What follows belongs to an exercise in optimizing a design on an open flow for small area and a short achievable clock period; a production flow would make more cautious choices.
Function was checked by simulation only, so behaviour that the tests miss may differ from the original.
No activity file was given, so power comes from the tool's default toggle rates.

P:
// timer_top
module timer_top (
    input sys_clk,
    input sys_rst_n,
    input tim_psel,
    input tim_pwrite,
    input tim_penable,
    input [11:0] tim_paddr,
    input [31:0] tim_pwdata,
    input [3:0] tim_pstrb,
    input dbg_mode,
    output tim_int,
    output tim_pready,
    output tim_pslverr,
    output [31:0] tim_prdata
);
For scale: about 1100 cells after synthesis, roughly 12000 sq um of cells after synthesis.
==> flow/config.mk <==
export PLATFORM = sky130hd
export DESIGN_NAME = timer_top
export DESIGN_NICKNAME = timer_top
export VERILOG_FILES = /design/flow/design.v
export SDC_FILE = /design/flow/constraint.sdc
export NUM_CORES = 4
export LEC_CHECK = 0
export CAP_MARGIN = 20
export CORE_MARGIN = 2
export CORE_UTILIZATION = 75
export SETUP_SLACK_MARGIN = 2.2
export SLEW_MARGIN = 20
==> flow/constraint.sdc <==
create_clock -name core_clock -period 4.0 [get_ports {sys_clk}]
set_input_delay 0.8000 -clock core_clock [delete_from_list [all_inputs] [get_ports {sys_clk}]]
set_output_delay 0.8000 -clock core_clock [all_outputs]
set_load 0.01 [all_outputs]
standard.sh (not shown) runs the stock make flow with config.mk's settings and CLKGATE_MAP_FILE= SYNTH_SCRIPT=/design/flow/synth_recipe.tcl, a recipe that flattens the netlist after the stock synthesis.
==> flow/flow/run.sh <==
#!/bin/bash
# Standard ORFS layout (the standard.sh, standard synthesis unchanged) with:
#  - plain buf_1 port buffers instead of the delay-cell buffers buffer_ports
#    picks by default (timing repair upsizes them where needed),
#  - timing repair allowed to resize across cell footprints,
#  - larger clock-tree sink clusters without dummy loads.
# make's full output goes to flow_make.log; ORFS keeps each step's log under orfs/logs.
set -euo pipefail
bash standard.sh MATCH_CELL_FOOTPRINT=0 \
  "BUFFER_PORTS_ARGS=-buffer_cell sky130_fd_sc_hd__buf_1" \
  "CTS_ARGS=-sink_clustering_enable -repair_clock_nets -dont_use_dummy_load -sink_clustering_size 30 -sink_clustering_max_diameter 60" \
  finish > flow_make.log 2>&1
Here is what was changed in the inputs of Q compared with P.
==> flow/run.sh (new file) <==
#!/bin/bash
# synth_recipe.tcl (not shown) runs the flow's synth.tcl, then flattens the netlist and writes it again
# the make line also repeats each setting of config.mk as NAME=value (left out here)
make -C /OpenROAD-flow-scripts/flow DESIGN_CONFIG=/design/flow/config.mk WORK_HOME=/design/flow/orfs CLKGATE_MAP_FILE= SYNTH_SCRIPT=/design/flow/synth_recipe.tcl finish
diff --git a/flow/config.mk b/flow/config.mk
--- a/flow/config.mk
+++ b/flow/config.mk
@@ -10,2 +10,4 @@
-export CORE_UTILIZATION = 75
-export SETUP_SLACK_MARGIN = 2.2
+export CORE_UTILIZATION = 70
+export CTS_CLUSTER_DIAMETER = 60
+export CTS_CLUSTER_SIZE = 30
+export SETUP_SLACK_MARGIN = 2.1
removed: flow/flow/run.sh
removed: flow/standard.sh
--- outcome ---
- Q: full flow OK, the timing, DRC and antenna checks passed
- Taking P as the reference, in Q met2 layer usage reported by global route has decreased, storage element area now sits at about the same level, share of total power in the clock network increased 3.8 points, clock power grew by about 20%, die area shows an increase of 6.9%.
- In Q, the detailed placer's ending HPWL came out about 0.9% below the value in P.
- Of the two values seen for critical path endpoint, mid_ones[7] was produced by Q and pending by P.
- Of Q and P, the run reporting the higher first-pass GRT wire length was Q.
For R, these inputs were changed with respect to Q:
==> flow/flow/run.sh (new file) <==
#!/bin/bash
# Standard ORFS layout (the standard.sh, standard synthesis unchanged) with:
#  - plain buf_1 port buffers instead of the delay-cell buffers buffer_ports
#    picks by default (timing repair upsizes them where needed),
#  - timing repair allowed to resize across cell footprints,
#  - larger clock-tree sink clusters without dummy loads.
# make's full output goes to flow_make.log; ORFS keeps each step's log under orfs/logs.
set -euo pipefail
bash standard.sh MATCH_CELL_FOOTPRINT=0 \
  "BUFFER_PORTS_ARGS=-buffer_cell sky130_fd_sc_hd__buf_1" \
  "CTS_ARGS=-sink_clustering_enable -repair_clock_nets -dont_use_dummy_load -sink_clustering_size 30 -sink_clustering_max_diameter 60" \
  finish > flow_make.log 2>&1
==> flow/standard.sh (new file) <==
#!/bin/bash
# synth_recipe.tcl (not shown) runs the flow's synth.tcl, then flattens the netlist and writes it again
# the make line also repeats each setting of config.mk as NAME=value (left out here)
make -C /OpenROAD-flow-scripts/flow DESIGN_CONFIG=/design/flow/config.mk WORK_HOME=/design/flow/orfs CLKGATE_MAP_FILE= SYNTH_SCRIPT=/design/flow/synth_recipe.tcl "${@:-finish}"
diff --git a/flow/config.mk b/flow/config.mk
--- a/flow/config.mk
+++ b/flow/config.mk
@@ -11,3 +11 @@
-export CTS_CLUSTER_DIAMETER = 60
-export CTS_CLUSTER_SIZE = 30
-export SETUP_SLACK_MARGIN = 2.1
+export SETUP_SLACK_MARGIN = 2.3
removed: flow/run.sh
--- outcome ---
- Comparing R and Q, the lower ratio of cells with drive above 1 in the final layout was measured on Q.
- R vs Q: clock power down by a little under 10%
- R ended with more total number of nets in the final design than Q.
- The sequential share of layout area was comparable across R and Q.
- From Q to R the numbers moved as follows: clock network area share shrank by 0.58 points, clock power share shrank by 1.5 points.
Edits applied to the flow inputs when going from R to S:
diff --git a/flow/config.mk b/flow/config.mk
--- a/flow/config.mk
+++ b/flow/config.mk
@@ -10,2 +10,2 @@
-export CORE_UTILIZATION = 70
-export SETUP_SLACK_MARGIN = 2.3
+export CORE_UTILIZATION = 65
+export SETUP_SLACK_MARGIN = 2.2
Findings:
No stage failed in R, and the final checks on the layout all came back clean. S completed end to end with timing, DRC and antenna clean. [S] number of non-clock buffers in the layout fell 15 relative to R. Comparing R and S, share of cell area taken by multi-input logic gates is lower on S. R -> S: global-route wire length before repair increased by a few percent. In S relative to R, fmax had gone down slightly. Changes observed in S relative to R: total power went up by 0.11 mW; final HPWL from detailed placement +1200 um; core utilization went down 6.8 points; average wire per standard cell lost about 2.3%. Between R and S, the difference in combinational power is negligible.

Starting RTL as in the previous note.
export LEC_CHECK = 0
export CAP_MARGIN = 20
export CORE_MARGIN = 2
export CORE_UTILIZATION = 70
export SETUP_SLACK_MARGIN = 2.45
export SLEW_MARGIN = 20
create_clock -name core_clock -period 4.0 [get_ports {sys_clk}]
==> flow/flow/run.sh <==
#!/bin/bash
# Standard ORFS layout (the standard.sh, standard synthesis unchanged) with:
#  - plain buf_1 port buffers instead of the delay-cell buffers buffer_ports
#    picks by default (timing repair upsizes them where needed),
#  - timing repair allowed to resize across cell footprints,
#  - larger clock-tree sink clusters without dummy loads.
# make's full output goes to flow_make.log; ORFS keeps each step's log under orfs/logs.
set -euo pipefail
bash standard.sh MATCH_CELL_FOOTPRINT=0 \
  "BUFFER_PORTS_ARGS=-buffer_cell sky130_fd_sc_hd__buf_1" \
  "CTS_ARGS=-sink_clustering_enable -repair_clock_nets -dont_use_dummy_load -sink_clustering_size 30 -sink_clustering_max_diameter 60" \
  finish > flow_make.log 2>&1
The starting point finished clean.
==> next run, changes <==
Settings changed: SETUP_SLACK_MARGIN 2.45 to 2.1.
The new run finished with timing, DRC and antenna clean.
Via count fell by 5.5%.
Sequential share of layout area rose by 4.0 points.
Critical path depth rose by 3.
Sequential cell count is unchanged.
Sequential power barely changes.
Worst setup slack degrades by 110 ps.
Final cell count fell by 2.3%.
Cell area fell by 8.7%.
==> next run, changes <==
Settings changed: SETUP_SLACK_MARGIN 2.1 to 2.35.
Effect: The changed run went through all stages and came out clean; die area stays the same; worst setup slack is better by 84 ps; clock-buffer cell count is higher by 2; total power is higher by 2.4%; area after synthesis stays the same.
==> next run, changes <==
Settings changed: CORE_UTILIZATION 70 to 75, SETUP_SLACK_MARGIN 2.35 to 2.1.
The changed run finished clean.
Final cell count fell by 2.0%.
Sequential share of layout area is higher by 2.8 points.
Clock skew barely changes.
==> next run, changes <==
Settings changed: SETUP_SLACK_MARGIN 2.1 to 2.25.
Result:
- via count came out higher by 3.6%
- total power grows by 1.7%
- fmax decreases by 1.3%
- clock-buffer cell count increases by 1
- synthesized area does not change
- wire length is higher by 8.6%
- worst hold slack degrades by 45 ps
- non-clock buffer count rises by 5
- cell count goes up by 0.42%
==> next run, changes <==
Settings changed: CORE_UTILIZATION 75 to 70.
Effect: Cell area shrinks by 1.1%; global-route usage fell by 3.9 points; combinational power stays flat; area after synthesis does not change.

what the ideal ports hide:
The results above use ideal ports. As a check the final layouts listed here were re-extracted and re-timed, cells and wires unchanged. Step 1, drivers: a clkbuf_16 drives sys_clk and a buf_2 each remaining input, both assumed. Step 2 also shifts input and output timing later by t, the mid clock arrival at the registers, as if the neighbouring blocks saw the same clock. a / b / c = ideal ports / drivers / drivers and shift; a / b = the first two.
run | t, ns | setup WS [ns] | clock arrival spread, ns | cell pins on the clock port's net
P | 0.532 | 2.129 / 2.122 / 1.652 | 0.059 / 0.060 | 1
Q | 0.552 | 2.111 / 2.111 / 1.588 | 0.019 / 0.019 | 1
R | 0.541 | 2.168 / 2.122 / 1.735 | 0.064 / 0.063 | 1
S | 0.554 | 2.155 / 2.106 / 1.741 | 0.039 / 0.039 | 1
the first run of note 2 | 0.549 | 2.163 / 2.115 / 1.712 | 0.048 / 0.048 | 1
the second run of note 2 | 0.538 | 2.056 / 2.056 / 1.609 | 0.043 / 0.043 | 1
the third run of note 2 | 0.546 | 2.140 / 2.118 / 1.622 | 0.043 / 0.043 | 1
the fourth run of note 2 | 0.534 | 2.018 / 2.018 / 1.659 | 0.039 / 0.040 | 1
the fifth run of note 2 | 0.551 | 1.992 / 1.992 / 1.739 | 0.047 / 0.046 | 1
the sixth run of note 2 | 0.530 | 2.185 / 2.145 / 1.737 | 0.042 / 0.041 | 1
After both steps setup and hold are still met in every run listed. The setup slack of Q, which loses most, moves by 0.000 ns with the drivers and by -0.523 ns with both steps.
